Context: an optimization exercise on an open-source flow, tuned for small area. The choices shown serve that exercise and are no tape-out recipe.
Only simulation tests tie the RTL to the original design; equivalence was not proved.
Power is estimated from default activity; no workload was simulated.

==> flow/design.v (outline; a module is shown in full before it is edited, if it fits) <==
// module MIPS_RegisterFile: 26 lines
// module MIPS_AO222: 8 lines
// module MIPS_AO22: 8 lines
// module MIPS_ALU: 36 lines
// module MIPS_Multiplier: 551 lines
// module MIPS_ADD32: 126 lines
// module MIPS_BoothRow: 5 lines
// module MIPS_AOI22Row: 3 lines
// module MIPS_XNORRow: 3 lines
// module MIPS_FA: 4 lines
// module MIPS_HA: 4 lines
// module MIPS_Inc30: 8 lines
// module MIPS_Add30c: 8 lines
// module MIPS_MUX: 10 lines
// module MIPS_DecM: 16 lines
// module MIPS_DecW: 18 lines
// module MIPS_TopModule: 78 lines
module MIPS_TopModule
(
input  wire			CLK_Top,
input  wire			RST_Top,
output wire [31:0]	imem_addr_Top,
input  wire [31:0]	imem_rdata_Top,
output wire [31:0]	dmem_addr_Top,
output wire [31:0]	dmem_wdata_Top,
output wire			dmem_we_Top,
input  wire [31:0]	dmem_rdata_Top
);
  // ...
==> flow/run.sh <==
#!/bin/bash
# synth_recipe.tcl (not shown) runs the flow's synth.tcl, then flattens the netlist and writes it again
# the make line also repeats each setting of config.mk as NAME=value (left out here)
make -C /OpenROAD-flow-scripts/flow DESIGN_CONFIG=/design/flow/config.mk WORK_HOME=/design/flow/orfs CLKGATE_MAP_FILE= SYNTH_SCRIPT=/design/flow/synth_recipe.tcl finish
==> flow/config.mk <==
export PLATFORM = sky130hd
export DESIGN_NAME = MIPS_TopModule
export DESIGN_NICKNAME = MIPS_TopModule
export VERILOG_FILES = /design/flow/design.v
export SDC_FILE = /design/flow/constraint.sdc
export NUM_CORES = 4
export LEC_CHECK = 0
export CAP_MARGIN = 20
export CORE_MARGIN = 2
export CORE_UTILIZATION = 50
export CTS_BUF_LIST = sky130_fd_sc_hd__clkbuf_4
export CTS_CLUSTER_DIAMETER = 40
export CTS_CLUSTER_SIZE = 8
export SLEW_MARGIN = 20
export SYNTH_HIERARCHICAL = 1
==> flow/constraint.sdc <==
create_clock -name core_clock -period 20.0 [get_ports {CLK_Top}]
set_input_delay 4.0000 -clock core_clock [delete_from_list [all_inputs] [get_ports {CLK_Top}]]
set_output_delay 4.0000 -clock core_clock [all_outputs]
set_load 0.01 [all_outputs]
==> impl_metrics.csv, run 1 <==
group,metric,value,unit
run_status,status,"complete, no violations",
power_and_ir_drop,top_power_group,"registers",
finish,final_util,0.521,
cts,post_cts_buffers,0,
route,maxUsedRoutingLayer,"met5",
finish,clockNetworkAreaShare,0.0346,
setup_path,cp-endpoint,"dmem_addr_Top[31]",
finish,buf_share,0.0586,
finish,regMostFlops,"regs.r",
power_and_ir_drop,p_switching,1.18,mW
floorplanning,die_y,354,µm
finish,multi_input_area,32900,µm²
setup_path,reg2reg_slack,6.96,ns
setup_path,worst_r2r_endpoint,"pc[29]",
finish,final_cell_mix,"dfxtp_1 (1,024), a22o_1 (1,019), a222oi_1 (702), a22oi_1 (320), xnor2_1 (298)",
setup_path,cp.arrival,15.02,ns
grt,met2_usage,0.588,
power_and_ir_drop,pg_clk,1.54,mW
sta,fin_tns_setup,0,ns
grt,grt_pass1_vias,52200,
power_and_ir_drop,p_comb,404,µW
setup_path,crit_type,"in -> out",
power_and_ir_drop,swShare,0.274,
finish,synthToLayoutAreaGrowth,3.66,%
finish,multi_input_gates,3501,
finish,final_area,63300,µm²
yosys,netlist_area,61100,µm²
grt,grt_antenna_before_repair,23,
floorplanning,core,122000,µm²
placed_design,io_buffers,160,
yosys,yosys_warnings,7,
finish,seqCellArea,22100,µm²
floorplanning,die_x,354,µm
route,drt.antenna.violating_nets,0,
setup_path,cpPeakStageDelay,0.95,ns
route,wl_met1,95.8,mm
setup_path,critPathCaptureType,"output pin",
finish,final.clkbuf_count,202,
cts,path_clk_slew,0.10,ns
setup_path,crit_slowest_cell,"and2_0",
finish,largest_class,"multi-input gates",
placed_design,hpwl,175,mm
==> inputs of run 2 (changes only) <==
==> flow/design.v (replaced) <==
module MIPS_RegisterFile
(
	input  wire [31:0]   Sel,
	input  wire [1023:0] Q,
	output wire [31:0]   RD
);
wire [32*11-1:0] y;
genvar g;
generate for (g = 0; g < 10; g = g + 1) begin : ao3
	MIPS_AO222 u (
		.s0(Sel[3*g]), .s1(Sel[3*g+1]), .s2(Sel[3*g+2]),
		.d0(Q[32*(3*g)   +: 32]),
		.d1(Q[32*(3*g+1) +: 32]),
		.d2(Q[32*(3*g+2) +: 32]),
		.yn(y[32*g +: 32]));
end endgenerate
MIPS_AO22 ao2 (
	.s0(Sel[30]), .s1(Sel[31]),
	.d0(Q[32*30 +: 32]), .d1(Q[32*31 +: 32]),
	.yn(y[32*10 +: 32]));
genvar b;
generate for (b = 0; b < 32; b = b + 1) begin : comb
	assign RD[b] = ~(y[b] & y[32+b] & y[64+b] & y[96+b] & y[128+b] & y[160+b] &
	                 y[192+b] & y[224+b] & y[256+b] & y[288+b] & y[320+b]);
end endgenerate
endmodule
module MIPS_AO222
(
	input  wire        s0, s1, s2,
	input  wire [31:0] d0, d1, d2,
	output wire [31:0] yn
);
assign yn = ~(({32{s0}} & d0) | ({32{s1}} & d1) | ({32{s2}} & d2));
endmodule
module MIPS_AO22
(
	input  wire        s0, s1,
	input  wire [31:0] d0, d1,
	output wire [31:0] yn
);
assign yn = ~(({32{s0}} & d0) | ({32{s1}} & d1));
endmodule
module MIPS_ALU
(
input  wire [31:0] SrcA,      
input  wire [31:0] RegB,      
input  wire [31:0] Imm,       
input  wire        UseImm,
input  wire        Sub,
input  wire        SelMul,
input  wire        SelSlt,
input  wire        SelAnd,
input  wire        SelOr,
output wire [31:0] Sum,       
output wire        Zero,
output wire        Small,     
output wire        Bit0
);
wire [30:0] r0, r1;
wire        t;
MIPS_Multiplier mul (.A(SrcA), .B(RegB), .R0(r0), .R1(r1), .T(t));
wire [31:0] a;
MIPS_MUX amux (.we(SelMul), .wen(~SelMul), .d({t, r0}), .q(SrcA), .y(a));
wire [31:0] rx, bn;
MIPS_XNORRow #(.W(32)) bx (.a(RegB), .b(~Sub), .y(rx));
MIPS_AO222 bmux (.s0(SelMul), .s1(UseImm), .s2(~(SelMul | UseImm)),
	.d0({1'b0, r1}), .d1(Imm), .d2(rx), .yn(bn));
wire [31:0] b = ~bn;
wire [32:0] s;
MIPS_ADD32 add (.a(a), .b(b), .ci(Sub), .s(s));
assign Sum  = s[31:0];
assign Zero = ~|s[31:0];
wire ltu = ~s[32];
wire anz = |SrcA;
wire bnz = |RegB;
assign Bit0  = (SelSlt & ltu) | (SelAnd & anz & bnz) | (SelOr & (anz | bnz));
assign Small = SelSlt | SelAnd | SelOr;
endmodule
module MIPS_Multiplier (input wire [31:0] A, input wire [31:0] B, output wire [30:0] R0, output wire [30:0] R1, output wire T);
wire [31:0] A3;
assign A3[0] = A[0];
wire s1_0 = B[0] & ~B[1];
wire s2_0 = B[1] & ~B[0];
wire s3_0 = B[1] & B[0];
wire [31:0] pn0;
wire pn0_0 = ~((s1_0 | s3_0) & A[0]);
wire s1_1 = B[2] & ~B[3];
wire s2_1 = B[3] & ~B[2];
wire s3_1 = B[3] & B[2];
wire [31:0] pn1;
wire pn1_0 = ~((s1_1 | s3_1) & A[0]);
wire s1_2 = B[4] & ~B[5];
wire s2_2 = B[5] & ~B[4];
wire s3_2 = B[5] & B[4];
wire [31:0] pn2;
wire pn2_0 = ~((s1_2 | s3_2) & A[0]);
wire s1_3 = B[6] & ~B[7];
wire s2_3 = B[7] & ~B[6];
wire s3_3 = B[7] & B[6];
wire [31:0] pn3;
wire pn3_0 = ~((s1_3 | s3_3) & A[0]);
wire s1_4 = B[8] & ~B[9];
wire s2_4 = B[9] & ~B[8];
wire s3_4 = B[9] & B[8];
wire [31:0] pn4;
wire pn4_0 = ~((s1_4 | s3_4) & A[0]);
wire s1_5 = B[10] & ~B[11];
wire s2_5 = B[11] & ~B[10];
wire s3_5 = B[11] & B[10];
wire [31:0] pn5;
wire pn5_0 = ~((s1_5 | s3_5) & A[0]);
wire s1_6 = B[12] & ~B[13];
wire s2_6 = B[13] & ~B[12];
wire s3_6 = B[13] & B[12];
wire [31:0] pn6;
wire pn6_0 = ~((s1_6 | s3_6) & A[0]);
wire s1_7 = B[14] & ~B[15];
wire s2_7 = B[15] & ~B[14];
wire s3_7 = B[15] & B[14];
wire [31:0] pn7;
wire pn7_0 = ~((s1_7 | s3_7) & A[0]);
wire s1_8 = B[16] & ~B[17];
wire s2_8 = B[17] & ~B[16];
wire s3_8 = B[17] & B[16];
wire [31:0] pn8;
wire pn8_0 = ~((s1_8 | s3_8) & A[0]);
wire s1_9 = B[18] & ~B[19];
wire s2_9 = B[19] & ~B[18];
wire s3_9 = B[19] & B[18];
wire [31:0] pn9;
wire pn9_0 = ~((s1_9 | s3_9) & A[0]);
wire s1_10 = B[20] & ~B[21];
wire s2_10 = B[21] & ~B[20];
wire s3_10 = B[21] & B[20];
wire [31:0] pn10;
wire pn10_0 = ~((s1_10 | s3_10) & A[0]);
wire s1_11 = B[22] & ~B[23];
wire s2_11 = B[23] & ~B[22];
wire s3_11 = B[23] & B[22];
wire [31:0] pn11;
wire pn11_0 = ~((s1_11 | s3_11) & A[0]);
wire s1_12 = B[24] & ~B[25];
wire s2_12 = B[25] & ~B[24];
wire s3_12 = B[25] & B[24];
wire [31:0] pn12;
wire pn12_0 = ~((s1_12 | s3_12) & A[0]);
wire s1_13 = B[26] & ~B[27];
wire s2_13 = B[27] & ~B[26];
wire s3_13 = B[27] & B[26];
wire [31:0] pn13;
wire pn13_0 = ~((s1_13 | s3_13) & A[0]);
wire s1_14 = B[28] & ~B[29];
wire s2_14 = B[29] & ~B[28];
wire s3_14 = B[29] & B[28];
wire [31:0] pn14;
wire pn14_0 = ~((s1_14 | s3_14) & A[0]);
wire s1_15 = B[30] & ~B[31];
wire s2_15 = B[31] & ~B[30];
wire s3_15 = B[31] & B[30];
wire [31:0] pn15;
wire pn15_0 = ~((s1_15 | s3_15) & A[0]);
wire s1, c2;
wire s3, c4;
wire s5, c6;
wire s7, c8;
wire s9, c10;
wire s11, c12;
wire s13, c14;
wire s15, c16;
wire s17, c18;
wire s19, c20;
wire s21, c22;
wire s23, c24;
wire s25, c26;
wire s27, c28;
wire s29, c30;
wire s31, c32;
wire s33, c34;
wire s35, c36;
wire s37, c38;
wire s39, c40;
wire s41, c42;
wire s43, c44;
wire s45, c46;
wire s47, c48;
wire s49, c50;
wire s51, c52;
wire s53, c54;
wire s55, c56;
wire s57, c58;
wire s59, c60;
wire s61, c62;
wire s63, c64;
wire s65, c66;
wire s67, c68;
wire s69, c70;
wire s71, c72;
wire s73, c74;
wire s75, c76;
wire s77, c78;
wire s79, c80;
wire s81, c82;
wire s83, c84;
wire s85, c86;
wire s87, c88;
wire s89, c90;
wire s91, c92;
wire s93, c94;
wire s95, c96;
wire s97, c98;
wire s99, c100;
wire s101, c102;
wire s103, c104;
wire s105, c106;
wire s107, c108;
wire s109, c110;
wire s111, c112;
wire s113, c114;
wire s115, c116;
wire s117, c118;
wire s119, c120;
wire s121, c122;
wire s123, c124;
wire s125, c126;
wire s127, c128;
wire s129, c130;
wire s131, c132;
wire s133, c134;
wire s135, c136;
wire s137, c138;
wire s139, c140;
wire s141, c142;
wire s143, c144;
wire s145, c146;
wire s147, c148;
wire s149, c150;
wire s151, c152;
wire s153, c154;
wire s155, c156;
wire s157, c158;
wire s159, c160;
wire s161, c162;
wire s163, c164;
wire s165, c166;
wire s167, c168;
wire s169, c170;
wire s171, c172;
wire s173, c174;
wire s175, c176;
wire s177, c178;
wire s179, c180;
wire s181, c182;
wire s183, c184;
wire s185, c186;
wire s187, c188;
wire s189, c190;
wire s191, c192;
wire s193, c194;
wire s195, c196;
wire s197, c198;
wire s199, c200;
wire s201, c202;
wire s203, c204;
wire s205, c206;
wire s207, c208;
wire s209, c210;
wire s211, c212;
wire s213, c214;
wire s215, c216;
wire s217, c218;
wire s219, c220;
wire s221, c222;
wire s223, c224;
wire s225, c226;
wire s227, c228;
wire s229, c230;
wire s231, c232;
wire s233, c234;
wire s235, c236;
wire s237, c238;
wire s239, c240;
wire s241, c242;
wire s243, c244;
wire s245, c246;
wire s247, c248;
wire s249, c250;
wire s251, c252;
wire s253, c254;
wire s255, c256;
wire s257, c258;
wire s259, c260;
wire s261, c262;
wire s263, c264;
wire s265, c266;
wire s267, c268;
wire s269, c270;
wire s271, c272;
wire s273, c274;
wire s275, c276;
wire s277, c278;
wire s279, c280;
wire s281, c282;
wire s283, c284;
wire s285, c286;
wire s287, c288;
wire s289, c290;
wire s291, c292;
wire s293, c294;
wire s295, c296;
wire s297, c298;
wire s299, c300;
wire s301, c302;
wire s303, c304;
wire s305, c306;
wire s307, c308;
wire s309, c310;
wire s311, c312;
wire s313, c314;
wire s315, c316;
wire s317, c318;
wire s319, c320;
wire s321, c322;
wire s323, c324;
wire s325, c326;
wire s327, c328;
wire s329, c330;
wire s331, c332;
wire s333, c334;
wire s335, c336;
wire s337, c338;
wire s339, c340;
wire s341, c342;
wire s343, c344;
wire s345, c346;
wire s347, c348;
wire s349, c350;
wire s351, c352;
wire s353, c354;
wire s355, c356;
wire s357, c358;
wire s359, c360;
wire s361, c362;
wire s363, c364;
wire s365, c366;
wire s367, c368;
wire s369, c370;
wire s371, c372;
wire s373, c374;
wire s375, c376;
wire s377, c378;
wire s379, c380;
wire s381, c382;
wire s383, c384;
wire s385, c386;
wire s387, c388;
wire s389, c390;
wire s391, c392;
MIPS_ADD31 add3 (.a(A[31:1]), .b(A[30:0]), .s(A3[31:1]));
MIPS_AO222 row0 (.s0(s1_0), .s1(s2_0), .s2(s3_0), .d0(A), .d1({A[30:0], A[31]}), .d2(A3), .yn(pn0));
MIPS_AO222 row1 (.s0(s1_1), .s1(s2_1), .s2(s3_1), .d0(A), .d1({A[30:0], A[31]}), .d2(A3), .yn(pn1));
MIPS_AO222 row2 (.s0(s1_2), .s1(s2_2), .s2(s3_2), .d0(A), .d1({A[30:0], A[31]}), .d2(A3), .yn(pn2));
MIPS_AO222 row3 (.s0(s1_3), .s1(s2_3), .s2(s3_3), .d0(A), .d1({A[30:0], A[31]}), .d2(A3), .yn(pn3));
MIPS_AO222 row4 (.s0(s1_4), .s1(s2_4), .s2(s3_4), .d0(A), .d1({A[30:0], A[31]}), .d2(A3), .yn(pn4));
MIPS_AO222 row5 (.s0(s1_5), .s1(s2_5), .s2(s3_5), .d0(A), .d1({A[30:0], A[31]}), .d2(A3), .yn(pn5));
MIPS_AO222 row6 (.s0(s1_6), .s1(s2_6), .s2(s3_6), .d0(A), .d1({A[30:0], A[31]}), .d2(A3), .yn(pn6));
MIPS_AO222 row7 (.s0(s1_7), .s1(s2_7), .s2(s3_7), .d0(A), .d1({A[30:0], A[31]}), .d2(A3), .yn(pn7));
MIPS_AO222 row8 (.s0(s1_8), .s1(s2_8), .s2(s3_8), .d0(A), .d1({A[30:0], A[31]}), .d2(A3), .yn(pn8));
MIPS_AO222 row9 (.s0(s1_9), .s1(s2_9), .s2(s3_9), .d0(A), .d1({A[30:0], A[31]}), .d2(A3), .yn(pn9));
MIPS_AO222 row10 (.s0(s1_10), .s1(s2_10), .s2(s3_10), .d0(A), .d1({A[30:0], A[31]}), .d2(A3), .yn(pn10));
MIPS_AO222 row11 (.s0(s1_11), .s1(s2_11), .s2(s3_11), .d0(A), .d1({A[30:0], A[31]}), .d2(A3), .yn(pn11));
MIPS_AO222 row12 (.s0(s1_12), .s1(s2_12), .s2(s3_12), .d0(A), .d1({A[30:0], A[31]}), .d2(A3), .yn(pn12));
MIPS_AO222 row13 (.s0(s1_13), .s1(s2_13), .s2(s3_13), .d0(A), .d1({A[30:0], A[31]}), .d2(A3), .yn(pn13));
MIPS_AO222 row14 (.s0(s1_14), .s1(s2_14), .s2(s3_14), .d0(A), .d1({A[30:0], A[31]}), .d2(A3), .yn(pn14));
MIPS_AO222 row15 (.s0(s1_15), .s1(s2_15), .s2(s3_15), .d0(A), .d1({A[30:0], A[31]}), .d2(A3), .yn(pn15));
MIPS_HXN hx2 (.a(pn0[26]), .b(pn1[24]), .y(s1)); MIPS_OR2 ho2 (.a(pn0[26]), .b(pn1[24]), .y(c2));
MIPS_FA fa4 (.a(pn0[27]), .b(pn1[25]), .c(pn2[23]), .s(s3), .co(c4));
MIPS_FA fa6 (.a(pn0[28]), .b(pn1[26]), .c(pn2[24]), .s(s5), .co(c6));
MIPS_HXN hx8 (.a(pn3[22]), .b(pn4[20]), .y(s7)); MIPS_OR2 ho8 (.a(pn3[22]), .b(pn4[20]), .y(c8));
MIPS_FA fa10 (.a(pn0[29]), .b(pn1[27]), .c(pn2[25]), .s(s9), .co(c10));
MIPS_FA fa12 (.a(pn3[23]), .b(pn4[21]), .c(pn5[19]), .s(s11), .co(c12));
MIPS_FA fa14 (.a(pn0[30]), .b(pn1[28]), .c(pn2[26]), .s(s13), .co(c14));
MIPS_FA fa16 (.a(pn3[24]), .b(pn4[22]), .c(pn5[20]), .s(s15), .co(c16));
MIPS_HXN hx18 (.a(pn6[18]), .b(pn7[16]), .y(s17)); MIPS_OR2 ho18 (.a(pn6[18]), .b(pn7[16]), .y(c18));
MIPS_HXN hx20 (.a(pn0[18]), .b(pn1[16]), .y(s19)); MIPS_OR2 ho20 (.a(pn0[18]), .b(pn1[16]), .y(c20));
MIPS_FA fa22 (.a(pn0[19]), .b(pn1[17]), .c(pn2[15]), .s(s21), .co(c22));
MIPS_FA fa24 (.a(pn0[20]), .b(pn1[18]), .c(pn2[16]), .s(s23), .co(c24));
MIPS_HXN hx26 (.a(pn3[14]), .b(pn4[12]), .y(s25)); MIPS_OR2 ho26 (.a(pn3[14]), .b(pn4[12]), .y(c26));
MIPS_FA fa28 (.a(pn0[21]), .b(pn1[19]), .c(pn2[17]), .s(s27), .co(c28));
MIPS_FA fa30 (.a(pn3[15]), .b(pn4[13]), .c(pn5[11]), .s(s29), .co(c30));
MIPS_FA fa32 (.a(pn0[22]), .b(pn1[20]), .c(pn2[18]), .s(s31), .co(c32));
MIPS_FA fa34 (.a(pn3[16]), .b(pn4[14]), .c(pn5[12]), .s(s33), .co(c34));
MIPS_HXN hx36 (.a(pn6[10]), .b(pn7[8]), .y(s35)); MIPS_OR2 ho36 (.a(pn6[10]), .b(pn7[8]), .y(c36));
MIPS_FA fa38 (.a(pn0[23]), .b(pn1[21]), .c(pn2[19]), .s(s37), .co(c38));
MIPS_FA fa40 (.a(pn3[17]), .b(pn4[15]), .c(pn5[13]), .s(s39), .co(c40));
MIPS_FA fa42 (.a(pn6[11]), .b(pn7[9]), .c(pn8[7]), .s(s41), .co(c42));
MIPS_FA fa44 (.a(pn0[24]), .b(pn1[22]), .c(pn2[20]), .s(s43), .co(c44));
MIPS_FA fa46 (.a(pn3[18]), .b(pn4[16]), .c(pn5[14]), .s(s45), .co(c46));
MIPS_FA fa48 (.a(pn6[12]), .b(pn7[10]), .c(pn8[8]), .s(s47), .co(c48));
MIPS_HXN hx50 (.a(pn9[6]), .b(pn10[4]), .y(s49)); MIPS_OR2 ho50 (.a(pn9[6]), .b(pn10[4]), .y(c50));
MIPS_FA fa52 (.a(pn0[25]), .b(pn1[23]), .c(pn2[21]), .s(s51), .co(c52));
MIPS_FA fa54 (.a(pn3[19]), .b(pn4[17]), .c(pn5[15]), .s(s53), .co(c54));
MIPS_FA fa56 (.a(pn6[13]), .b(pn7[11]), .c(pn8[9]), .s(s55), .co(c56));
MIPS_FA fa58 (.a(pn9[7]), .b(pn10[5]), .c(pn11[3]), .s(s57), .co(c58));
MIPS_FA fa60 (.a(s1), .b(pn2[22]), .c(pn3[20]), .s(s59), .co(c60));
MIPS_FA fa62 (.a(pn4[18]), .b(pn5[16]), .c(pn6[14]), .s(s61), .co(c62));
MIPS_FA fa64 (.a(pn7[12]), .b(pn8[10]), .c(pn9[8]), .s(s63), .co(c64));
MIPS_FA fa66 (.a(pn10[6]), .b(pn11[4]), .c(pn12[2]), .s(s65), .co(c66));
MIPS_FA fa68 (.a(s3), .b(pn3[21]), .c(pn4[19]), .s(s67), .co(c68));
MIPS_FA fa70 (.a(pn5[17]), .b(pn6[15]), .c(pn7[13]), .s(s69), .co(c70));
MIPS_FA fa72 (.a(pn8[11]), .b(pn9[9]), .c(pn10[7]), .s(s71), .co(c72));
MIPS_FA fa74 (.a(pn11[5]), .b(pn12[3]), .c(pn13[1]), .s(s73), .co(c74));
MIPS_FA fa76 (.a(s5), .b(s7), .c(pn5[18]), .s(s75), .co(c76));
MIPS_FA fa78 (.a(pn6[16]), .b(pn7[14]), .c(pn8[12]), .s(s77), .co(c78));
MIPS_FA fa80 (.a(pn9[10]), .b(pn10[8]), .c(pn11[6]), .s(s79), .co(c80));
MIPS_FA fa82 (.a(pn12[4]), .b(pn13[2]), .c(pn14_0), .s(s81), .co(c82));
MIPS_FA fa84 (.a(s9), .b(s11), .c(pn6[17]), .s(s83), .co(c84));
MIPS_FA fa86 (.a(pn7[15]), .b(pn8[13]), .c(pn9[11]), .s(s85), .co(c86));
MIPS_FA fa88 (.a(pn10[9]), .b(pn11[7]), .c(pn12[5]), .s(s87), .co(c88));
MIPS_FA fa90 (.a(pn13[3]), .b(pn14[1]), .c(c6), .s(s89), .co(c90));
MIPS_FA fa92 (.a(s13), .b(s15), .c(s17), .s(s91), .co(c92));
MIPS_FA fa94 (.a(pn8[14]), .b(pn9[12]), .c(pn10[10]), .s(s93), .co(c94));
MIPS_FA fa96 (.a(pn11[8]), .b(pn12[6]), .c(pn13[4]), .s(s95), .co(c96));
MIPS_FA fa98 (.a(pn14[2]), .b(pn15_0), .c(c10), .s(s97), .co(c98));
MIPS_HXN hx100 (.a(pn0[12]), .b(pn1[10]), .y(s99)); MIPS_OR2 ho100 (.a(pn0[12]), .b(pn1[10]), .y(c100));
MIPS_FA fa102 (.a(pn0[13]), .b(pn1[11]), .c(pn2[9]), .s(s101), .co(c102));
MIPS_FA fa104 (.a(pn0[14]), .b(pn1[12]), .c(pn2[10]), .s(s103), .co(c104));
MIPS_HXN hx106 (.a(pn3[8]), .b(pn4[6]), .y(s105)); MIPS_OR2 ho106 (.a(pn3[8]), .b(pn4[6]), .y(c106));
MIPS_FA fa108 (.a(pn0[15]), .b(pn1[13]), .c(pn2[11]), .s(s107), .co(c108));
MIPS_FA fa110 (.a(pn3[9]), .b(pn4[7]), .c(pn5[5]), .s(s109), .co(c110));
MIPS_FA fa112 (.a(pn0[16]), .b(pn1[14]), .c(pn2[12]), .s(s111), .co(c112));
MIPS_FA fa114 (.a(pn3[10]), .b(pn4[8]), .c(pn5[6]), .s(s113), .co(c114));
MIPS_HXN hx116 (.a(pn6[4]), .b(pn7[2]), .y(s115)); MIPS_OR2 ho116 (.a(pn6[4]), .b(pn7[2]), .y(c116));
MIPS_FA fa118 (.a(pn0[17]), .b(pn1[15]), .c(pn2[13]), .s(s117), .co(c118));
MIPS_FA fa120 (.a(pn3[11]), .b(pn4[9]), .c(pn5[7]), .s(s119), .co(c120));
MIPS_FA fa122 (.a(pn6[5]), .b(pn7[3]), .c(pn8[1]), .s(s121), .co(c122));
MIPS_FA fa124 (.a(s19), .b(pn2[14]), .c(pn3[12]), .s(s123), .co(c124));
MIPS_FA fa126 (.a(pn4[10]), .b(pn5[8]), .c(pn6[6]), .s(s125), .co(c126));
MIPS_FA fa128 (.a(pn7[4]), .b(pn8[2]), .c(pn9_0), .s(s127), .co(c128));
MIPS_FA fa130 (.a(s21), .b(pn3[13]), .c(pn4[11]), .s(s129), .co(c130));
MIPS_FA fa132 (.a(pn5[9]), .b(pn6[7]), .c(pn7[5]), .s(s131), .co(c132));
MIPS_FA fa134 (.a(pn8[3]), .b(pn9[1]), .c(c20), .s(s133), .co(c134));
MIPS_FA fa136 (.a(s23), .b(s25), .c(pn5[10]), .s(s135), .co(c136));
MIPS_FA fa138 (.a(pn6[8]), .b(pn7[6]), .c(pn8[4]), .s(s137), .co(c138));
MIPS_FA fa140 (.a(pn9[2]), .b(pn10_0), .c(c22), .s(s139), .co(c140));
MIPS_FA fa142 (.a(s27), .b(s29), .c(pn6[9]), .s(s141), .co(c142));
MIPS_FA fa144 (.a(pn7[7]), .b(pn8[5]), .c(pn9[3]), .s(s143), .co(c144));
MIPS_FA fa146 (.a(pn10[1]), .b(c24), .c(c26), .s(s145), .co(c146));
MIPS_FA fa148 (.a(s31), .b(s33), .c(s35), .s(s147), .co(c148));
MIPS_FA fa150 (.a(pn8[6]), .b(pn9[4]), .c(pn10[2]), .s(s149), .co(c150));
MIPS_FA fa152 (.a(pn11_0), .b(c28), .c(c30), .s(s151), .co(c152));
MIPS_FA fa154 (.a(s37), .b(s39), .c(s41), .s(s153), .co(c154));
MIPS_FA fa156 (.a(pn9[5]), .b(pn10[3]), .c(pn11[1]), .s(s155), .co(c156));
MIPS_FA fa158 (.a(c32), .b(c34), .c(c36), .s(s157), .co(c158));
MIPS_FA fa160 (.a(s43), .b(s45), .c(s47), .s(s159), .co(c160));
MIPS_FA fa162 (.a(s49), .b(pn11[2]), .c(pn12_0), .s(s161), .co(c162));
MIPS_FA fa164 (.a(c38), .b(c40), .c(c42), .s(s163), .co(c164));
MIPS_FA fa166 (.a(s51), .b(s53), .c(s55), .s(s165), .co(c166));
MIPS_FA fa168 (.a(s57), .b(pn12[1]), .c(c44), .s(s167), .co(c168));
MIPS_FA fa170 (.a(c46), .b(c48), .c(c50), .s(s169), .co(c170));
MIPS_FA fa172 (.a(s59), .b(s61), .c(s63), .s(s171), .co(c172));
MIPS_FA fa174 (.a(s65), .b(pn13_0), .c(c52), .s(s173), .co(c174));
MIPS_FA fa176 (.a(c54), .b(c56), .c(c58), .s(s175), .co(c176));
MIPS_FA fa178 (.a(s67), .b(s69), .c(s71), .s(s177), .co(c178));
MIPS_FA fa180 (.a(s73), .b(c2), .c(c60), .s(s179), .co(c180));
MIPS_FA fa182 (.a(c62), .b(c64), .c(c66), .s(s181), .co(c182));
MIPS_FA fa184 (.a(s75), .b(s77), .c(s79), .s(s183), .co(c184));
MIPS_FA fa186 (.a(s81), .b(c4), .c(c68), .s(s185), .co(c186));
MIPS_FA fa188 (.a(c70), .b(c72), .c(c74), .s(s187), .co(c188));
MIPS_FA fa190 (.a(s83), .b(s85), .c(s87), .s(s189), .co(c190));
MIPS_FA fa192 (.a(s89), .b(c8), .c(c76), .s(s191), .co(c192));
MIPS_FA fa194 (.a(c78), .b(c80), .c(c82), .s(s193), .co(c194));
MIPS_FA fa196 (.a(s91), .b(s93), .c(s95), .s(s195), .co(c196));
MIPS_FA fa198 (.a(s97), .b(c12), .c(c84), .s(s197), .co(c198));
MIPS_FA fa200 (.a(c86), .b(c88), .c(c90), .s(s199), .co(c200));
MIPS_HXN hx202 (.a(pn0[8]), .b(pn1[6]), .y(s201)); MIPS_OR2 ho202 (.a(pn0[8]), .b(pn1[6]), .y(c202));
MIPS_FA fa204 (.a(pn0[9]), .b(pn1[7]), .c(pn2[5]), .s(s203), .co(c204));
MIPS_FA fa206 (.a(pn0[10]), .b(pn1[8]), .c(pn2[6]), .s(s205), .co(c206));
MIPS_HXN hx208 (.a(pn3[4]), .b(pn4[2]), .y(s207)); MIPS_OR2 ho208 (.a(pn3[4]), .b(pn4[2]), .y(c208));
MIPS_FA fa210 (.a(pn0[11]), .b(pn1[9]), .c(pn2[7]), .s(s209), .co(c210));
MIPS_FA fa212 (.a(pn3[5]), .b(pn4[3]), .c(pn5[1]), .s(s211), .co(c212));
MIPS_FA fa214 (.a(s99), .b(pn2[8]), .c(pn3[6]), .s(s213), .co(c214));
MIPS_FA fa216 (.a(pn4[4]), .b(pn5[2]), .c(pn6_0), .s(s215), .co(c216));
MIPS_FA fa218 (.a(s101), .b(pn3[7]), .c(pn4[5]), .s(s217), .co(c218));
MIPS_FA fa220 (.a(pn5[3]), .b(pn6[1]), .c(c100), .s(s219), .co(c220));
MIPS_FA fa222 (.a(s103), .b(s105), .c(pn5[4]), .s(s221), .co(c222));
MIPS_FA fa224 (.a(pn6[2]), .b(pn7_0), .c(c102), .s(s223), .co(c224));
MIPS_FA fa226 (.a(s107), .b(s109), .c(pn6[3]), .s(s225), .co(c226));
MIPS_FA fa228 (.a(pn7[1]), .b(c104), .c(c106), .s(s227), .co(c228));
MIPS_FA fa230 (.a(s111), .b(s113), .c(s115), .s(s229), .co(c230));
MIPS_FA fa232 (.a(pn8_0), .b(c108), .c(c110), .s(s231), .co(c232));
MIPS_FA fa234 (.a(s117), .b(s119), .c(s121), .s(s233), .co(c234));
MIPS_FA fa236 (.a(c112), .b(c114), .c(c116), .s(s235), .co(c236));
MIPS_FA fa238 (.a(s123), .b(s125), .c(s127), .s(s237), .co(c238));
MIPS_FA fa240 (.a(c118), .b(c120), .c(c122), .s(s239), .co(c240));
MIPS_FA fa242 (.a(s129), .b(s131), .c(s133), .s(s241), .co(c242));
MIPS_FA fa244 (.a(c124), .b(c126), .c(c128), .s(s243), .co(c244));
MIPS_FA fa246 (.a(s135), .b(s137), .c(s139), .s(s245), .co(c246));
MIPS_FA fa248 (.a(c130), .b(c132), .c(c134), .s(s247), .co(c248));
MIPS_FA fa250 (.a(s141), .b(s143), .c(s145), .s(s249), .co(c250));
MIPS_FA fa252 (.a(c136), .b(c138), .c(c140), .s(s251), .co(c252));
MIPS_FA fa254 (.a(s147), .b(s149), .c(s151), .s(s253), .co(c254));
MIPS_FA fa256 (.a(c142), .b(c144), .c(c146), .s(s255), .co(c256));
MIPS_FA fa258 (.a(s153), .b(s155), .c(s157), .s(s257), .co(c258));
MIPS_FA fa260 (.a(c148), .b(c150), .c(c152), .s(s259), .co(c260));
MIPS_FA fa262 (.a(s159), .b(s161), .c(s163), .s(s261), .co(c262));
MIPS_FA fa264 (.a(c154), .b(c156), .c(c158), .s(s263), .co(c264));
MIPS_FA fa266 (.a(s165), .b(s167), .c(s169), .s(s265), .co(c266));
MIPS_FA fa268 (.a(c160), .b(c162), .c(c164), .s(s267), .co(c268));
MIPS_FA fa270 (.a(s171), .b(s173), .c(s175), .s(s269), .co(c270));
MIPS_FA fa272 (.a(c166), .b(c168), .c(c170), .s(s271), .co(c272));
MIPS_FA fa274 (.a(s177), .b(s179), .c(s181), .s(s273), .co(c274));
MIPS_FA fa276 (.a(c172), .b(c174), .c(c176), .s(s275), .co(c276));
MIPS_FA fa278 (.a(s183), .b(s185), .c(s187), .s(s277), .co(c278));
MIPS_FA fa280 (.a(c178), .b(c180), .c(c182), .s(s279), .co(c280));
MIPS_FA fa282 (.a(s189), .b(s191), .c(s193), .s(s281), .co(c282));
MIPS_FA fa284 (.a(c184), .b(c186), .c(c188), .s(s283), .co(c284));
MIPS_FA fa286 (.a(s195), .b(s197), .c(s199), .s(s285), .co(c286));
MIPS_FA fa288 (.a(c190), .b(c192), .c(c194), .s(s287), .co(c288));
MIPS_HXN hx290 (.a(pn0[6]), .b(pn1[4]), .y(s289)); MIPS_OR2 ho290 (.a(pn0[6]), .b(pn1[4]), .y(c290));
MIPS_FA fa292 (.a(pn0[7]), .b(pn1[5]), .c(pn2[3]), .s(s291), .co(c292));
MIPS_FA fa294 (.a(s201), .b(pn2[4]), .c(pn3[2]), .s(s293), .co(c294));
MIPS_FA fa296 (.a(s203), .b(pn3[3]), .c(pn4[1]), .s(s295), .co(c296));
MIPS_FA fa298 (.a(s205), .b(s207), .c(pn5_0), .s(s297), .co(c298));
MIPS_FA fa300 (.a(s209), .b(s211), .c(c206), .s(s299), .co(c300));
MIPS_FA fa302 (.a(s213), .b(s215), .c(c210), .s(s301), .co(c302));
MIPS_FA fa304 (.a(s217), .b(s219), .c(c214), .s(s303), .co(c304));
MIPS_FA fa306 (.a(s221), .b(s223), .c(c218), .s(s305), .co(c306));
MIPS_FA fa308 (.a(s225), .b(s227), .c(c222), .s(s307), .co(c308));
MIPS_FA fa310 (.a(s229), .b(s231), .c(c226), .s(s309), .co(c310));
MIPS_FA fa312 (.a(s233), .b(s235), .c(c230), .s(s311), .co(c312));
MIPS_FA fa314 (.a(s237), .b(s239), .c(c234), .s(s313), .co(c314));
MIPS_FA fa316 (.a(s241), .b(s243), .c(c238), .s(s315), .co(c316));
MIPS_FA fa318 (.a(s245), .b(s247), .c(c242), .s(s317), .co(c318));
MIPS_FA fa320 (.a(s249), .b(s251), .c(c246), .s(s319), .co(c320));
MIPS_FA fa322 (.a(s253), .b(s255), .c(c250), .s(s321), .co(c322));
MIPS_FA fa324 (.a(s257), .b(s259), .c(c254), .s(s323), .co(c324));
MIPS_FA fa326 (.a(s261), .b(s263), .c(c258), .s(s325), .co(c326));
MIPS_FA fa328 (.a(s265), .b(s267), .c(c262), .s(s327), .co(c328));
MIPS_FA fa330 (.a(s269), .b(s271), .c(c266), .s(s329), .co(c330));
MIPS_FA fa332 (.a(s273), .b(s275), .c(c270), .s(s331), .co(c332));
MIPS_FA fa334 (.a(s277), .b(s279), .c(c274), .s(s333), .co(c334));
MIPS_FA fa336 (.a(s281), .b(s283), .c(c278), .s(s335), .co(c336));
MIPS_FA fa338 (.a(s285), .b(s287), .c(c282), .s(s337), .co(c338));
MIPS_HXN hx340 (.a(pn0[4]), .b(pn1[2]), .y(s339)); MIPS_OR2 ho340 (.a(pn0[4]), .b(pn1[2]), .y(c340));
MIPS_FA fa342 (.a(pn0[5]), .b(pn1[3]), .c(pn2[1]), .s(s341), .co(c342));
MIPS_FA fa344 (.a(s289), .b(pn2[2]), .c(pn3_0), .s(s343), .co(c344));
MIPS_FA fa346 (.a(s291), .b(pn3[1]), .c(c290), .s(s345), .co(c346));
MIPS_FA fa348 (.a(s293), .b(pn4_0), .c(c292), .s(s347), .co(c348));
MIPS_FA fa350 (.a(s295), .b(c202), .c(c294), .s(s349), .co(c350));
MIPS_FA fa352 (.a(s297), .b(c204), .c(c296), .s(s351), .co(c352));
MIPS_FA fa354 (.a(s299), .b(c208), .c(c298), .s(s353), .co(c354));
MIPS_FA fa356 (.a(s301), .b(c212), .c(c300), .s(s355), .co(c356));
MIPS_FA fa358 (.a(s303), .b(c216), .c(c302), .s(s357), .co(c358));
MIPS_FA fa360 (.a(s305), .b(c220), .c(c304), .s(s359), .co(c360));
MIPS_FA fa362 (.a(s307), .b(c224), .c(c306), .s(s361), .co(c362));
MIPS_FA fa364 (.a(s309), .b(c228), .c(c308), .s(s363), .co(c364));
MIPS_FA fa366 (.a(s311), .b(c232), .c(c310), .s(s365), .co(c366));
MIPS_FA fa368 (.a(s313), .b(c236), .c(c312), .s(s367), .co(c368));
MIPS_FA fa370 (.a(s315), .b(c240), .c(c314), .s(s369), .co(c370));
MIPS_FA fa372 (.a(s317), .b(c244), .c(c316), .s(s371), .co(c372));
MIPS_FA fa374 (.a(s319), .b(c248), .c(c318), .s(s373), .co(c374));
MIPS_FA fa376 (.a(s321), .b(c252), .c(c320), .s(s375), .co(c376));
MIPS_FA fa378 (.a(s323), .b(c256), .c(c322), .s(s377), .co(c378));
MIPS_FA fa380 (.a(s325), .b(c260), .c(c324), .s(s379), .co(c380));
MIPS_FA fa382 (.a(s327), .b(c264), .c(c326), .s(s381), .co(c382));
MIPS_FA fa384 (.a(s329), .b(c268), .c(c328), .s(s383), .co(c384));
MIPS_FA fa386 (.a(s331), .b(c272), .c(c330), .s(s385), .co(c386));
MIPS_FA fa388 (.a(s333), .b(c276), .c(c332), .s(s387), .co(c388));
MIPS_FA fa390 (.a(s335), .b(c280), .c(c334), .s(s389), .co(c390));
MIPS_FA fa392 (.a(s337), .b(c284), .c(c336), .s(s391), .co(c392));
assign R0 = ~{s391, s389, s387, s385, s383, s381, s379, s377, s375, s373, s371, s369, s367, s365, s363, s361, s359, s357, s355, s353, s351, s349, s347, s345, s343, s341, s339, pn0[3], pn0[2], pn0[1], pn0_0};
assign R1 = ~{c390, c388, c386, c384, c382, c380, c378, c376, c374, c372, c370, c368, c366, c364, c362, c360, c358, c356, c354, c352, c350, c348, c346, c344, c342, c340, pn2_0, pn1[1], pn1_0, 1'b1, 1'b1};
assign T = (^{pn0[31], pn1[29], pn2[27], pn3[25], pn4[23], pn5[21], pn6[19], pn7[17], pn8[15], pn9[13], pn10[11], pn11[9], pn12[7], pn13[5], pn14[3], pn15[1], c14, c16, c18, c92, c94, c96, c98, c196, c198, c200, c286, c288, c338, c392});
endmodule
module MIPS_ADD31 (input wire [30:0] a, input wire [30:0] b, output wire [30:0] s);
wire [30:0] g = a & b;
wire [30:0] p = a ^ b;
wire bk_g1 = g[1] | (p[1] & g[0]);
wire bk_p1 = p[1] & p[0];
wire bk_g2 = g[3] | (p[3] & g[2]);
wire bk_p2 = p[3] & p[2];
wire bk_g3 = g[5] | (p[5] & g[4]);
wire bk_p3 = p[5] & p[4];
wire bk_g4 = g[7] | (p[7] & g[6]);
wire bk_p4 = p[7] & p[6];
wire bk_g5 = g[9] | (p[9] & g[8]);
wire bk_p5 = p[9] & p[8];
wire bk_g6 = g[11] | (p[11] & g[10]);
wire bk_p6 = p[11] & p[10];
wire bk_g7 = g[13] | (p[13] & g[12]);
wire bk_p7 = p[13] & p[12];
wire bk_g8 = g[15] | (p[15] & g[14]);
wire bk_p8 = p[15] & p[14];
wire bk_g9 = g[17] | (p[17] & g[16]);
wire bk_p9 = p[17] & p[16];
wire bk_g10 = g[19] | (p[19] & g[18]);
wire bk_p10 = p[19] & p[18];
wire bk_g11 = g[21] | (p[21] & g[20]);
wire bk_p11 = p[21] & p[20];
wire bk_g12 = g[23] | (p[23] & g[22]);
wire bk_p12 = p[23] & p[22];
wire bk_g13 = g[25] | (p[25] & g[24]);
wire bk_p13 = p[25] & p[24];
wire bk_g14 = g[27] | (p[27] & g[26]);
wire bk_p14 = p[27] & p[26];
wire bk_g15 = g[29] | (p[29] & g[28]);
wire bk_p15 = p[29] & p[28];
wire bk_g16 = bk_g2 | (bk_p2 & bk_g1);
wire bk_p16 = bk_p2 & bk_p1;
wire bk_g17 = bk_g4 | (bk_p4 & bk_g3);
wire bk_p17 = bk_p4 & bk_p3;
wire bk_g18 = bk_g6 | (bk_p6 & bk_g5);
wire bk_p18 = bk_p6 & bk_p5;
wire bk_g19 = bk_g8 | (bk_p8 & bk_g7);
wire bk_p19 = bk_p8 & bk_p7;
wire bk_g20 = bk_g10 | (bk_p10 & bk_g9);
wire bk_p20 = bk_p10 & bk_p9;
wire bk_g21 = bk_g12 | (bk_p12 & bk_g11);
wire bk_p21 = bk_p12 & bk_p11;
wire bk_g22 = bk_g14 | (bk_p14 & bk_g13);
wire bk_p22 = bk_p14 & bk_p13;
wire bk_g23 = bk_g17 | (bk_p17 & bk_g16);
wire bk_p23 = bk_p17 & bk_p16;
wire bk_g24 = bk_g19 | (bk_p19 & bk_g18);
wire bk_p24 = bk_p19 & bk_p18;
wire bk_g25 = bk_g21 | (bk_p21 & bk_g20);
wire bk_p25 = bk_p21 & bk_p20;
wire bk_g26 = bk_g24 | (bk_p24 & bk_g23);
wire bk_p26 = bk_p24 & bk_p23;
wire bk_g27 = bk_g25 | (bk_p25 & bk_g26);
wire bk_g28 = bk_g18 | (bk_p18 & bk_g23);
wire bk_g29 = bk_g20 | (bk_p20 & bk_g26);
wire bk_g30 = bk_g22 | (bk_p22 & bk_g27);
wire bk_g31 = bk_g3 | (bk_p3 & bk_g16);
wire bk_g32 = bk_g5 | (bk_p5 & bk_g23);
wire bk_g33 = bk_g7 | (bk_p7 & bk_g28);
wire bk_g34 = bk_g9 | (bk_p9 & bk_g26);
wire bk_g35 = bk_g11 | (bk_p11 & bk_g29);
wire bk_g36 = bk_g13 | (bk_p13 & bk_g27);
wire bk_g37 = bk_g15 | (bk_p15 & bk_g30);
wire bk_g38 = g[2] | (p[2] & bk_g1);
wire bk_g39 = g[4] | (p[4] & bk_g16);
wire bk_g40 = g[6] | (p[6] & bk_g31);
wire bk_g41 = g[8] | (p[8] & bk_g23);
wire bk_g42 = g[10] | (p[10] & bk_g32);
wire bk_g43 = g[12] | (p[12] & bk_g28);
wire bk_g44 = g[14] | (p[14] & bk_g33);
wire bk_g45 = g[16] | (p[16] & bk_g26);
wire bk_g46 = g[18] | (p[18] & bk_g34);
wire bk_g47 = g[20] | (p[20] & bk_g29);
wire bk_g48 = g[22] | (p[22] & bk_g35);
wire bk_g49 = g[24] | (p[24] & bk_g27);
wire bk_g50 = g[26] | (p[26] & bk_g36);
wire bk_g51 = g[28] | (p[28] & bk_g30);
wire bk_g52 = g[30] | (p[30] & bk_g37);
assign s[0] = p[0];
assign s[1] = p[1] ^ g[0];
assign s[2] = p[2] ^ bk_g1;
assign s[3] = p[3] ^ bk_g38;
assign s[4] = p[4] ^ bk_g16;
assign s[5] = p[5] ^ bk_g39;
assign s[6] = p[6] ^ bk_g31;
assign s[7] = p[7] ^ bk_g40;
assign s[8] = p[8] ^ bk_g23;
assign s[9] = p[9] ^ bk_g41;
assign s[10] = p[10] ^ bk_g32;
assign s[11] = p[11] ^ bk_g42;
assign s[12] = p[12] ^ bk_g28;
assign s[13] = p[13] ^ bk_g43;
assign s[14] = p[14] ^ bk_g33;
assign s[15] = p[15] ^ bk_g44;
assign s[16] = p[16] ^ bk_g26;
assign s[17] = p[17] ^ bk_g45;
assign s[18] = p[18] ^ bk_g34;
assign s[19] = p[19] ^ bk_g46;
assign s[20] = p[20] ^ bk_g29;
assign s[21] = p[21] ^ bk_g47;
assign s[22] = p[22] ^ bk_g35;
assign s[23] = p[23] ^ bk_g48;
assign s[24] = p[24] ^ bk_g27;
assign s[25] = p[25] ^ bk_g49;
assign s[26] = p[26] ^ bk_g36;
assign s[27] = p[27] ^ bk_g50;
assign s[28] = p[28] ^ bk_g30;
assign s[29] = p[29] ^ bk_g51;
assign s[30] = p[30] ^ bk_g37;
endmodule
module MIPS_ADD32 (input wire [31:0] a, input wire [31:0] b, input wire ci, output wire [32:0] s);
wire [31:0] g = a & b;
wire [31:0] p = a ^ b;
wire g0c = g[0] | (p[0] & ci);
wire bk_g1 = g[1] | (p[1] & g0c);
wire bk_p1 = p[1] & p[0];
wire bk_g2 = g[3] | (p[3] & g[2]);
wire bk_p2 = p[3] & p[2];
wire bk_g3 = g[5] | (p[5] & g[4]);
wire bk_p3 = p[5] & p[4];
wire bk_g4 = g[7] | (p[7] & g[6]);
wire bk_p4 = p[7] & p[6];
wire bk_g5 = g[9] | (p[9] & g[8]);
wire bk_p5 = p[9] & p[8];
wire bk_g6 = g[11] | (p[11] & g[10]);
wire bk_p6 = p[11] & p[10];
wire bk_g7 = g[13] | (p[13] & g[12]);
wire bk_p7 = p[13] & p[12];
wire bk_g8 = g[15] | (p[15] & g[14]);
wire bk_p8 = p[15] & p[14];
wire bk_g9 = g[17] | (p[17] & g[16]);
wire bk_p9 = p[17] & p[16];
wire bk_g10 = g[19] | (p[19] & g[18]);
wire bk_p10 = p[19] & p[18];
wire bk_g11 = g[21] | (p[21] & g[20]);
wire bk_p11 = p[21] & p[20];
wire bk_g12 = g[23] | (p[23] & g[22]);
wire bk_p12 = p[23] & p[22];
wire bk_g13 = g[25] | (p[25] & g[24]);
wire bk_p13 = p[25] & p[24];
wire bk_g14 = g[27] | (p[27] & g[26]);
wire bk_p14 = p[27] & p[26];
wire bk_g15 = g[29] | (p[29] & g[28]);
wire bk_p15 = p[29] & p[28];
wire bk_g16 = g[31] | (p[31] & g[30]);
wire bk_p16 = p[31] & p[30];
wire bk_g17 = bk_g2 | (bk_p2 & bk_g1);
wire bk_p17 = bk_p2 & bk_p1;
wire bk_g18 = bk_g4 | (bk_p4 & bk_g3);
wire bk_p18 = bk_p4 & bk_p3;
wire bk_g19 = bk_g6 | (bk_p6 & bk_g5);
wire bk_p19 = bk_p6 & bk_p5;
wire bk_g20 = bk_g8 | (bk_p8 & bk_g7);
wire bk_p20 = bk_p8 & bk_p7;
wire bk_g21 = bk_g10 | (bk_p10 & bk_g9);
wire bk_p21 = bk_p10 & bk_p9;
wire bk_g22 = bk_g12 | (bk_p12 & bk_g11);
wire bk_p22 = bk_p12 & bk_p11;
wire bk_g23 = bk_g14 | (bk_p14 & bk_g13);
wire bk_p23 = bk_p14 & bk_p13;
wire bk_g24 = bk_g16 | (bk_p16 & bk_g15);
wire bk_p24 = bk_p16 & bk_p15;
wire bk_g25 = bk_g18 | (bk_p18 & bk_g17);
wire bk_p25 = bk_p18 & bk_p17;
wire bk_g26 = bk_g20 | (bk_p20 & bk_g19);
wire bk_p26 = bk_p20 & bk_p19;
wire bk_g27 = bk_g22 | (bk_p22 & bk_g21);
wire bk_p27 = bk_p22 & bk_p21;
wire bk_g28 = bk_g24 | (bk_p24 & bk_g23);
wire bk_p28 = bk_p24 & bk_p23;
wire bk_g29 = bk_g26 | (bk_p26 & bk_g25);
wire bk_p29 = bk_p26 & bk_p25;
wire bk_g30 = bk_g28 | (bk_p28 & bk_g27);
wire bk_p30 = bk_p28 & bk_p27;
wire bk_g31 = bk_g30 | (bk_p30 & bk_g29);
wire bk_p31 = bk_p30 & bk_p29;
wire bk_g32 = bk_g27 | (bk_p27 & bk_g29);
wire bk_g33 = bk_g19 | (bk_p19 & bk_g25);
wire bk_g34 = bk_g21 | (bk_p21 & bk_g29);
wire bk_g35 = bk_g23 | (bk_p23 & bk_g32);
wire bk_g36 = bk_g3 | (bk_p3 & bk_g17);
wire bk_g37 = bk_g5 | (bk_p5 & bk_g25);
wire bk_g38 = bk_g7 | (bk_p7 & bk_g33);
wire bk_g39 = bk_g9 | (bk_p9 & bk_g29);
wire bk_g40 = bk_g11 | (bk_p11 & bk_g34);
wire bk_g41 = bk_g13 | (bk_p13 & bk_g32);
wire bk_g42 = bk_g15 | (bk_p15 & bk_g35);
wire bk_g43 = g[2] | (p[2] & bk_g1);
wire bk_g44 = g[4] | (p[4] & bk_g17);
wire bk_g45 = g[6] | (p[6] & bk_g36);
wire bk_g46 = g[8] | (p[8] & bk_g25);
wire bk_g47 = g[10] | (p[10] & bk_g37);
wire bk_g48 = g[12] | (p[12] & bk_g33);
wire bk_g49 = g[14] | (p[14] & bk_g38);
wire bk_g50 = g[16] | (p[16] & bk_g29);
wire bk_g51 = g[18] | (p[18] & bk_g39);
wire bk_g52 = g[20] | (p[20] & bk_g34);
wire bk_g53 = g[22] | (p[22] & bk_g40);
wire bk_g54 = g[24] | (p[24] & bk_g32);
wire bk_g55 = g[26] | (p[26] & bk_g41);
wire bk_g56 = g[28] | (p[28] & bk_g35);
wire bk_g57 = g[30] | (p[30] & bk_g42);
assign s[0] = p[0] ^ ci;
assign s[1] = p[1] ^ g0c;
assign s[2] = p[2] ^ bk_g1;
assign s[3] = p[3] ^ bk_g43;
assign s[4] = p[4] ^ bk_g17;
assign s[5] = p[5] ^ bk_g44;
assign s[6] = p[6] ^ bk_g36;
assign s[7] = p[7] ^ bk_g45;
assign s[8] = p[8] ^ bk_g25;
assign s[9] = p[9] ^ bk_g46;
assign s[10] = p[10] ^ bk_g37;
assign s[11] = p[11] ^ bk_g47;
assign s[12] = p[12] ^ bk_g33;
assign s[13] = p[13] ^ bk_g48;
assign s[14] = p[14] ^ bk_g38;
assign s[15] = p[15] ^ bk_g49;
assign s[16] = p[16] ^ bk_g29;
assign s[17] = p[17] ^ bk_g50;
assign s[18] = p[18] ^ bk_g39;
assign s[19] = p[19] ^ bk_g51;
assign s[20] = p[20] ^ bk_g34;
assign s[21] = p[21] ^ bk_g52;
assign s[22] = p[22] ^ bk_g40;
assign s[23] = p[23] ^ bk_g53;
assign s[24] = p[24] ^ bk_g32;
assign s[25] = p[25] ^ bk_g54;
assign s[26] = p[26] ^ bk_g41;
assign s[27] = p[27] ^ bk_g55;
assign s[28] = p[28] ^ bk_g35;
assign s[29] = p[29] ^ bk_g56;
assign s[30] = p[30] ^ bk_g42;
assign s[31] = p[31] ^ bk_g57;
assign s[32] = bk_g31;
endmodule
module MIPS_BoothRow #(parameter W = 32) (input wire one, input wire two, input wire neg, input wire [W-1:0] a, input wire [W-1:0] am1, output wire [W-1:0] x);
wire [W-1:0] mn;
MIPS_AOI22Row #(.W(W)) sel (.s0(one), .s1(two), .d0(a), .d1(am1), .yn(mn));
MIPS_XNORRow #(.W(W)) fix (.a(mn), .b(neg), .y(x));
endmodule
module MIPS_AOI22Row #(parameter W = 32) (input wire s0, input wire s1, input wire [W-1:0] d0, input wire [W-1:0] d1, output wire [W-1:0] yn);
assign yn = ~(({W{s0}} & d0) | ({W{s1}} & d1));
endmodule
module MIPS_XNORRow #(parameter W = 32) (input wire [W-1:0] a, input wire b, output wire [W-1:0] y);
assign y = ~(a ^ {W{b}});
endmodule
module MIPS_FA (input wire a, input wire b, input wire c, output wire s, output wire co);
assign s  = a ^ b ^ c;
assign co = (a & b) | (a & c) | (b & c);
endmodule
module MIPS_HXN (input wire a, input wire b, output wire y);
assign y = ~(a ^ b);
endmodule
module MIPS_OR2 (input wire a, input wire b, output wire y);
assign y = a | b;
endmodule
module MIPS_HA (input wire a, input wire b, output wire s, output wire co);
assign s  = a ^ b;
assign co = a & b;
endmodule
module MIPS_Inc30 (input wire [29:0] a, output wire [29:0] s);
wire [30:0] c;
assign c[0] = 1'b1;
genvar i;
generate for (i = 0; i < 30; i = i + 1) begin : h
	MIPS_HA u (.a(a[i]), .b(c[i]), .s(s[i]), .co(c[i+1]));
end endgenerate
endmodule
module MIPS_Add30c (input wire [29:0] a, input wire [29:0] b, output wire [29:0] s);
wire [30:0] c;
assign c[0] = 1'b1;
genvar i;
generate for (i = 0; i < 30; i = i + 1) begin : f
	MIPS_FA u (.a(a[i]), .b(b[i]), .c(c[i]), .s(s[i]), .co(c[i+1]));
end endgenerate
endmodule
module MIPS_MUX
(
	input  wire        we,
	input  wire        wen,
	input  wire [31:0] d,
	input  wire [31:0] q,
	output wire [31:0] y
);
assign y = ({32{we}} & d) | ({32{wen}} & q);
endmodule
module MIPS_DecM
(
	input  wire [4:0]  a,
	input  wire [31:0] m,
	output wire [31:0] y
);
wire [3:0] lo = {a[1] & a[0], a[1] & ~a[0], ~a[1] & a[0], ~a[1] & ~a[0]};
wire [7:0] hi;
genvar i;
generate for (i = 0; i < 8; i = i + 1) begin : h
	assign hi[i] = (a[4:2] == i);
end endgenerate
generate for (i = 0; i < 32; i = i + 1) begin : o
	assign y[i] = m[i] & hi[i/4] & lo[i%4];
end endgenerate
endmodule
module MIPS_DecW
(
	input  wire [4:0]  a,
	input  wire        en,
	output wire [31:0] y,
	output wire [31:0] yn
);
wire [3:0] lo = {a[1] & a[0], a[1] & ~a[0], ~a[1] & a[0], ~a[1] & ~a[0]};
wire [7:0] hi;
genvar i;
generate for (i = 0; i < 8; i = i + 1) begin : h
	assign hi[i] = en & (a[4:2] == i);
end endgenerate
generate for (i = 0; i < 32; i = i + 1) begin : o
	assign y[i]  = hi[i/4] & lo[i%4];
	assign yn[i] = ~(hi[i/4] & lo[i%4]);
end endgenerate
endmodule
module MIPS_TopModule
(
input  wire			CLK_Top,
input  wire			RST_Top,
output wire [31:0]	imem_addr_Top,
input  wire [31:0]	imem_rdata_Top,
output wire [31:0]	dmem_addr_Top,
output wire [31:0]	dmem_wdata_Top,
output wire			dmem_we_Top,
input  wire [31:0]	dmem_rdata_Top
);
wire [31:0] instr = imem_rdata_Top;
wire [5:0]  op    = instr[31:26];
wire [5:0]  funct = instr[5:0];
wire [4:0]  rs    = instr[25:21];
wire [4:0]  rt    = instr[20:16];
wire rtype = (op == 6'b000000);
wire addi  = (op == 6'b001000);
wire lw    = (op == 6'b100011);
wire sw    = (op == 6'b101011);
wire beq   = (op == 6'b000100);
wire jmp   = (op == 6'b000010);
wire f_sub = rtype & (funct == 6'b100010);
wire f_slt = rtype & (funct == 6'b101010);
wire f_mul = rtype & (funct == 6'b011100);
wire f_and = rtype & (funct == 6'b100100);
wire f_or  = rtype & (funct == 6'b100101);
wire        regwrite = rtype | addi | lw;
wire [4:0]  dst      = rtype ? instr[15:11] : rt;
wire [31:0] sext     = {{16{instr[15]}}, instr[15:0]};
wire [31:0] rd1, rd2, sum;
wire        zero, smallop, bit0;
wire [31:0] wd, wd_hi;
MIPS_MUX wbsel (.we(lw), .wen(~(lw | smallop)), .d(dmem_rdata_Top), .q(sum), .y(wd_hi));
assign wd = {wd_hi[31:1], lw ? dmem_rdata_Top[0] : smallop ? bit0 : sum[0]};
reg  [31:0]   valid;
wire [1023:0] q;
wire [31:0]   we, wen, sel1, sel2;
MIPS_DecW dw  (.a(dst), .en(regwrite), .y(we), .yn(wen));
MIPS_DecM ds1 (.a(rs), .m(valid), .y(sel1));
MIPS_DecM ds2 (.a(rt), .m(valid), .y(sel2));
always @(posedge CLK_Top or negedge RST_Top)
	if (!RST_Top) valid <= 32'b0;
	else          valid <= valid | we;
genvar g;
generate for (g = 0; g < 32; g = g + 1) begin : regs
	reg  [31:0] r;
	wire [31:0] r_next;
	MIPS_MUX wsel (.we(we[g]), .wen(wen[g]), .d(wd), .q(r), .y(r_next));
	always @(posedge CLK_Top)
		r <= r_next;
	assign q[32*g +: 32] = r;
end endgenerate
MIPS_RegisterFile rp1 (.Sel(sel1), .Q(q), .RD(rd1));
MIPS_RegisterFile rp2 (.Sel(sel2), .Q(q), .RD(rd2));
MIPS_ALU alu (
	.SrcA(rd1), .RegB(rd2), .Imm(sext), .UseImm(~(rtype | beq)),
	.Sub(beq | f_sub | f_slt),
	.SelMul(f_mul), .SelSlt(f_slt), .SelAnd(f_and), .SelOr(f_or),
	.Sum(sum), .Zero(zero), .Small(smallop), .Bit0(bit0)
);
reg  [29:0] pc;
wire [29:0] pc1, pcb;
MIPS_Inc30   inc (.a(pc), .s(pc1));
MIPS_Add30c  bra (.a(pc), .b(sext[29:0]), .s(pcb));    
wire        take = beq & zero;
wire [31:0] pcn_n;
MIPS_AO222 pcsel (.s0(jmp), .s1(~jmp & take), .s2(~jmp & ~take),
	.d0({2'b00, pc1[29:26], instr[25:0]}), .d1({2'b00, pcb}), .d2({2'b00, pc1}), .yn(pcn_n));
wire [29:0] pcn = ~pcn_n[29:0];
always @(posedge CLK_Top or negedge RST_Top)
	if (!RST_Top) pc <= 30'b0;
	else          pc <= pcn;
assign imem_addr_Top  = {pc, 2'b00};
assign dmem_addr_Top  = sum;
assign dmem_wdata_Top = rd2;
assign dmem_we_Top    = sw;
endmodule
==> flow/flow/run.sh (new file) <==
#!/bin/bash
# Own layout flow: the standard ORFS flow (standard.sh, with its synthesis
# unchanged) with two ORFS settings changed:
#  - each port gets a sky130_fd_sc_hd__buf_1 buffer (instead of the
#    resizer's default pick, clkdlybuf4s50_1);
#  - clock tree: no dummy loads, clkbuf_4 buffers, leaf clusters of at most
#    8 flip-flops within 40 um.
# The full make output goes to standard.log here; ORFS's per-step logs are
# under orfs/logs.
set -euo pipefail
bash standard.sh \
  "BUFFER_PORTS_ARGS=-buffer_cell sky130_fd_sc_hd__buf_1" \
  "CTS_ARGS=-sink_clustering_enable -repair_clock_nets -dont_use_dummy_load -buf_list sky130_fd_sc_hd__clkbuf_4 -sink_clustering_size 8 -sink_clustering_max_diameter 40" \
  finish > standard.log 2>&1
==> flow/standard.sh (new file) <==
#!/bin/bash
# synth_recipe.tcl (not shown) runs the flow's synth.tcl, then flattens the netlist and writes it again
# the make line also repeats each setting of config.mk as NAME=value (left out here)
make -C /OpenROAD-flow-scripts/flow DESIGN_CONFIG=/design/flow/config.mk WORK_HOME=/design/flow/orfs CLKGATE_MAP_FILE= SYNTH_SCRIPT=/design/flow/synth_recipe.tcl "${@:-finish}"
==> flow/config.mk (replaced) <==
export PLATFORM = sky130hd
export DESIGN_NAME = MIPS_TopModule
export DESIGN_NICKNAME = MIPS_TopModule
export VERILOG_FILES = /design/flow/design.v
export SDC_FILE = /design/flow/constraint.sdc
export NUM_CORES = 4
export LEC_CHECK = 0
export CAP_MARGIN = 20
export CORE_MARGIN = 2
export CORE_UTILIZATION = 50
export SLEW_MARGIN = 20
export SYNTH_HIERARCHICAL = 1
removed: flow/run.sh
==> impl_metrics.csv, run 2 <==
group,metric,value,unit
route,drt_iter0_markers,16400,
floorplanning,rows,126,
power_and_ir_drop,combPwrFrac,0.091,
cts,path_clk_slew,0.08,ns
setup_path,required,16.00,ns
setup_path,cp.arrival,15.53,ns
route,drt-vias-per-instance,8.30,
power_and_ir_drop,power_frac_clock,0.301,
setup_path,crit_slowest_cell,"buf_1",
floorplanning,die_y,348,µm
setup_path,crit_type,"in -> out",
grt,grt_max_degree,63,
sta,fin_skew,0.148,ns
yosys,netlist_area,59300,µm²
cts,cts_buffer_depth,3,
setup_path,reg2reg_slack,7.03,ns
route,vias,55700,
finish,regMostFlops,"regs.r",
yosys,syn_area_per_cell,11.6,µm²
grt,grt.total_usage,0.434,
route,drcViolationCount,0,
setup_path,crit_top_cell,"fa_1",
sta,worst_slew_pin_slew,1.32,ns
sta,final-max-slew-violation-count,0,
floorplanning,floorplan.initialDensity,0.503,
finish,top_regs,"regs.r (1024), valid (32), pc (30)",
setup_path,cpPeakStageDelay,0.64,ns
sta,post-route-period-util,0.977,
setup_path,critical_path.top_delay_family,"adder cells",
power_and_ir_drop,p_switching,1.09,mW
setup_path,critPathCaptureType,"output pin",
power_and_ir_drop,seqPwrFrac,0.608,
finish,finalNonFillerCells,6714,
sta,fin_tns_setup,0,ns
route,wirelength,275,mm
cts,clkSinkCount,1086,
cts,cts_root_buffer,"clkbuf_4",
placed_design,hpwl,177,mm
yosys,syn_inst,5100,
cts,cts_tree,"yes",
finish,layout_commonest_cell,"dfxtp_1",
finish,synthToLayoutAreaGrowth,1.63,%
finish,largest_register_ffs,1024,
power_and_ir_drop,intPower,2.79,mW
floorplanning,core,118000,µm²
sta,rsz0062_at_grt,"false",
grt,overflow,0,
floorplanning,die_area,121000,µm²
cts,cts.repair.resized,0,
setup_path,cp_max_fo,19,
grt,grt_pass1_wl,385,mm
floorplanning,io_pins,163,
power_and_ir_drop,leakage,22.3,nW
cts,hold_buffers,0,
power_and_ir_drop,power.density,64.6,nW/µm²
setup_path,start_kind,"input pin",
grt,grt_pass1_vias,52300,
finish,nets,5559,
floorplanning,die_x,348,µm
route,avgRoutedWirePerCell,41.0,µm
finish,final_cell_mix,"dfxtp_1 (1,024), a22o_1 (1,019), a222oi_1 (958), buf_4 (252), fa_1 (244)",
setup_path,worst-path-buf-inv,5,
yosys,yosys_warnings,7,
job,maxCapViolCount,0,
cts,cts_buffers,173,
run_status,status,"complete, no violations",
route,dr.pass1.iters,23,
sta,fmax,51.2,MHz
sta,slew_headroom,0.120,
sta,min_period,19.53,ns
cts,post_cts_buffers,0,
placed_design,dp.cells,6519,
cts,clk_latency,1.20,ns
grt,grt_antenna_before_repair,22,
cts,ctsHtreeMaxLevel,4,
power_and_ir_drop,ir_worst_vdd,52.4,µV
finish,drive_above_1_share,0.126,
worst_hold_path,hp-class,"reg -> reg",
sta,hold_viol,0,
placed_design,place.gp.congestion,1.01,
placed_design,io_buffers,160,
route,drt.antenna.violating_nets,0,
sta,setup_viol,0,
power_and_ir_drop,swShare,0.281,
run 2: metal layers:
metal	up-vias	track usage	wire length (µm)
met3	1253	0.192	45700
met4	23	0.311	23900
met5	-	0.0284	292
met1	27200	0.537	97100
met2	5385	0.594	108000
li1	21900	-	-
run 2: final cells by class:
type | count | area, µm²
clock buffers | 173 | 1300
repair buffers | 418 | 2640
multi-input cells | 3313 | 31700
diodes | 20 | 50.0
flip-flops and latches | 1086 | 22100
fillers | 10600 | 57500
inverters | 168 | 631
well taps | 1536 | 1920
run 2: worst paths after layout:
check,from,endpoint,depth (start not counted)
hold reg to reg,valid[29],valid[29],1
max in group asynchronous,RST_Top,valid[0],2
min in group asynchronous,RST_Top,pc[10],2
hold / removal,valid[29],valid[29],1
setup reg to reg,valid[9],regs[10].r[0],37
setup / recovery,imem_rdata_Top[25],dmem_addr_Top[21],35
run 2: power by group through the flow:
| stage | clock network, mW | logic (mW) | registers, mW |
|---|---|---|---|
| finish | 1.17 | 0.352 | 2.36 |
| global route | 1.26 | 0.372 | 2.38 |
| CTS | 1.17 | 0.340 | 2.36 |
| detailed placement | 0 | 0.338 | 2.41 |
| global placement | 0 | 0.331 | 2.41 |
| floorplan | 0 | 0.201 | 2.39 |
run 2: per-stage QoR:
step	setup WS [ns]	hold WS, ns	utilization	power (mW)	cell area (µm²)
after floorplan	2.77	0.443	-	2.59	59300
after global placement	0.917	0.457	0.499	2.74	58700
after detailed placement	0.905	0.458	0.500	2.74	58800
after CTS	0.895	0.478	0.511	3.87	60100
after global routing	0.160	0.496	0.511	4.01	60200
final	0.470	0.477	0.512	3.89	60200

==> afterwards: timing with drivers on the ports <==
In the flow no input, the clock included, has a driving cell. The finished layouts below were timed again as built, in two steps. Step 1, drivers: a clkbuf_16 drives CLK_Top and a buf_2 each remaining input, both assumed. Step 2 adds t to the input delays and takes it off the output delays; t is the mean of the earliest and latest rising clock arrival at the registers after step 1. Input paths then give back, and output paths get back, about the clock's delay inside the block. a / b / c = no drivers / after step 1 / after step 2; a / b = the first two.
| run | shift t [ns] | setup WS [ns] | hold WS [ns] | worst setup path at the end |
|---|---|---|---|---|
| run 1 | 1.256 | 0.981 / 0.955 / 0.955 | 0.485 / 0.485 / 0.485 | input to output |
| run 2 | 1.208 | 0.470 / 0.426 / 0.426 | 0.477 / 0.477 / 0.477 | input to output |
After both steps every run listed still meets setup and hold. For run 2, which loses most, drivers alone change the setup slack by -0.044 ns; drivers and shift together by -0.044 ns.
